Background: an optimization exercise with open tools, aiming at small area and a short achievable clock period. Do not read the settings as production practice.
At most, simulation tests tie the RTL to the original design; equivalence was not proved.
Power is estimated from default activity; no workload was simulated.

Design arm16_core, start of the top module:
module arm16_core(
    input clk,
    input rst,
    output [15:0] mem_addr,
    input [15:0] mem_rdata,
    input [3:0] dbg_sel,
    output [15:0] dbg,
    output exec
    );
export LEC_CHECK = 0
export CAP_MARGIN = 20
export CORE_MARGIN = 2
export CORE_UTILIZATION = 55
export CTS_BUF_LIST = sky130_fd_sc_hd__clkbuf_8
export SETUP_SLACK_MARGIN = 3.9
export SLEW_MARGIN = 20
export SYNTH_HIERARCHICAL = 1
create_clock -name core_clock -period 8.5 [get_ports {clk}]
standard.sh (not shown) runs the stock make flow with config.mk's settings and CLKGATE_MAP_FILE= SYNTH_SCRIPT=/design/flow/synth_recipe.tcl, a recipe that flattens the netlist after the stock synthesis.
==> flow/flow/run.sh <==
#!/bin/bash
# Own layout flow: the standard flow (standard synthesis, ORFS steps), with
#  - port buffers of the smallest buffer cell (every port still gets one),
#  - CTS without dummy clock loads.
# Each ORFS step writes its own log under orfs/logs/; make's output goes to make_finish.log.
set -euo pipefail
cd "$(dirname "$0")/.."
export BUFFER_PORTS_ARGS="-buffer_cell sky130_fd_sc_hd__buf_1"
export CTS_ARGS="-sink_clustering_enable -repair_clock_nets -buf_list sky130_fd_sc_hd__clkbuf_8 -dont_use_dummy_load"
bash standard.sh finish > make_finish.log 2>&1
Then changed:
SETUP_SLACK_MARGIN = 4.2   (was 3.9)
Effect: The new run went through all stages and came out clean. Wire length goes up by 1.7%. Power rose by 0.46%. Utilization came out higher by 1.3 points.
No run of this note included a check of the RTL's function; only the layout flow was run.

---

Another version of the RTL of arm16_core (not shown whole).
For scale: ~800 cells after synthesis, ~170 flip-flops, about 8200 um^2 of cells after synthesis.
==> flow/config.mk <==
export PLATFORM = sky130hd
export DESIGN_NAME = arm16_core
export DESIGN_NICKNAME = arm16_core
export VERILOG_FILES = /design/flow/design.v
export SDC_FILE = /design/flow/constraint.sdc
export NUM_CORES = 4
export LEC_CHECK = 0
export CAP_MARGIN = 20
export CORE_MARGIN = 2
export CORE_UTILIZATION = 55
export CTS_BUF_LIST = sky130_fd_sc_hd__clkbuf_8
export SETUP_SLACK_MARGIN = 3.6
export SLEW_MARGIN = 20
export SYNTH_HIERARCHICAL = 1
==> flow/constraint.sdc <==
create_clock -name core_clock -period 8.5 [get_ports {clk}]
set_input_delay 1.7000 -clock core_clock [delete_from_list [all_inputs] [get_ports {clk}]]
set_output_delay 1.7000 -clock core_clock [all_outputs]
set_load 0.01 [all_outputs]
Scripts as last shown in full above: flow/flow/run.sh
The first run ran to the end with no violations.
Edit:
Settings changed: SETUP_SLACK_MARGIN 3.6 to 4.2.
After rerunning: Sequential power came out higher by about 0.6%. Via count came out higher by 6.6%. Flip-flop and latch count is unchanged. Fmax came out higher by 5.9%. Final cell count came out higher by 2.2%. Core utilization came out higher by 6.0 points. Power came out higher by 3.2%. Count of clock-buffer cells in the layout does not change.
Edit:
Settings changed: SETUP_SLACK_MARGIN 4.2 to 3.9.
Clock power stays flat. Routed wire length went down by 5.9%. Clock-buffer cell count does not change.

---

Another version of the RTL of arm16_core (not shown whole).
For scale: ~670 cells after synthesis, roughly 170 flip-flops, ~55 I/O pins, roughly 8700 um^2 of cells after synthesis.
export LEC_CHECK = 0
export CAP_MARGIN = 20
export CORE_MARGIN = 2
export CORE_UTILIZATION = 40
export CTS_BUF_LIST = sky130_fd_sc_hd__clkbuf_8
export SETUP_SLACK_MARGIN = 3.6
export SLEW_MARGIN = 20
export SYNTH_HIERARCHICAL = 1
create_clock -name core_clock -period 8.5 [get_ports {clk}]
Scripts as last shown in full above: flow/flow/run.sh
The starting point ran to the end with no violations.
Change:
--- a/flow/config.mk
+++ b/flow/config.mk
@@ -8,7 +8,8 @@
 export CAP_MARGIN = 20
 export CORE_MARGIN = 2
-export CORE_UTILIZATION = 40
+export CORE_UTILIZATION = 55
 export CTS_BUF_LIST = sky130_fd_sc_hd__clkbuf_8
-export SETUP_SLACK_MARGIN = 3.6
+export PLACE_DENSITY = 0.75
+export SETUP_SLACK_MARGIN = 3.9
 export SLEW_MARGIN = 20
 export SYNTH_HIERARCHICAL = 1
Via count goes up by 1.0%.
Total power is about the same.
Wire length decreases by 6.1%.
Die area falls by 27%.
Synthesized area stays the same.
Worst setup slack is better by 250 ps.
Change:
--- a/flow/config.mk
+++ b/flow/config.mk
@@ -8,7 +8,6 @@
 export CAP_MARGIN = 20
 export CORE_MARGIN = 2
-export CORE_UTILIZATION = 55
+export CORE_UTILIZATION = 65
 export CTS_BUF_LIST = sky130_fd_sc_hd__clkbuf_8
-export PLACE_DENSITY = 0.75
 export SETUP_SLACK_MARGIN = 3.9
 export SLEW_MARGIN = 20
Effect: The new run ran to the end with no violations; via count hardly moves; critical path depth goes down by 1; clock skew is about the same; final cell count goes down by 3.3%.
Change:
--- a/flow/config.mk
+++ b/flow/config.mk
@@ -8,7 +8,7 @@
 export CAP_MARGIN = 20
 export CORE_MARGIN = 2
-export CORE_UTILIZATION = 65
+export CORE_UTILIZATION = 40
 export CTS_BUF_LIST = sky130_fd_sc_hd__clkbuf_8
-export SETUP_SLACK_MARGIN = 3.9
+export SETUP_SLACK_MARGIN = 4.2
 export SLEW_MARGIN = 20
 export SYNTH_HIERARCHICAL = 1
Result: Maximum frequency rises by 0.98%. Power rises by 2.0%. Final area rises by 6.0%. Hold slack gains 98 ps. Non-clock buffer count rises by 14. Core utilization falls by 25 points. Sequential share of layout area falls by 2.8 points. Area after synthesis stays the same. Sequential power is about the same. Routed wire length rises by 13%.
Change:
--- a/flow/config.mk
+++ b/flow/config.mk
@@ -8,7 +8,7 @@
 export CAP_MARGIN = 20
 export CORE_MARGIN = 2
-export CORE_UTILIZATION = 40
+export CORE_UTILIZATION = 55
 export CTS_BUF_LIST = sky130_fd_sc_hd__clkbuf_8
-export SETUP_SLACK_MARGIN = 4.2
+export SETUP_SLACK_MARGIN = 3.9
 export SLEW_MARGIN = 20
 export SYNTH_HIERARCHICAL = 1
- combinational power is lower by 6.6%
- sequential share of layout area is higher by 2.4 points
- maximum frequency is lower by 0.97%
- via count is lower by 0.34%
- sequential power hardly moves
- core utilization is higher by 15 points
- count of clock-buffer cells in the layout is unchanged
- routed wire length is lower by 8.6%
- clock power is lower by about 2%

## separate check: timing with driven ports
The flow's constraints put no driver on any port. The routed layouts listed below were extracted and timed again, unchanged, in two steps. Step 1 (the two cells are an assumption about what drives the block):
set clk [get_ports {clk}]
set_driving_cell -lib_cell sky130_fd_sc_hd__clkbuf_16 $clk
set_driving_cell -lib_cell sky130_fd_sc_hd__buf_2 [delete_from_list [all_inputs] $clk]
Step 2 also shifts input and output timing later by t, the mid clock arrival at the registers, as if the neighbouring blocks saw the same clock. Slacks: ideal ports / drivers / drivers and shift; pairs: ideal ports / drivers.
| run | t, ns | setup WS [ns] | worst slew at a driven data input, ns |
|---|---|---|---|
| the first run of note 1 | 0.507 | 3.846 / 3.789 / 3.789 | 0.07 |
| the second run of note 1 | 0.506 | 3.837 / 3.768 / 3.768 | 0.08 |
| the first run of note 2 | 0.493 | 3.575 / 3.546 / 3.546 | 0.03 |
| the second run of note 2 | 0.503 | 3.847 / 3.636 / 3.636 | 0.35 |
| the third run of note 2 | 0.499 | 3.837 / 3.786 / 3.786 | 0.16 |
| the first run of note 3 | 0.486 | 3.667 / 3.636 / 3.636 | 0.04 |
| the second run of note 3 | 0.476 | 3.913 / 3.864 / 3.864 | 0.06 |
| the third run of note 3 | 0.486 | 3.921 / 3.864 / 3.864 | 0.06 |
| the fourth run of note 3 | 0.492 | 3.966 / 3.724 / 3.724 | 0.29 |
| the fifth run of note 3 | 0.492 | 3.922 / 3.860 / 3.860 | 0.10 |
After both steps setup and hold are still met in every run listed. The setup slack of the fourth run of note 3, which loses most, moves by -0.242 ns with the drivers and by -0.242 ns with both steps.
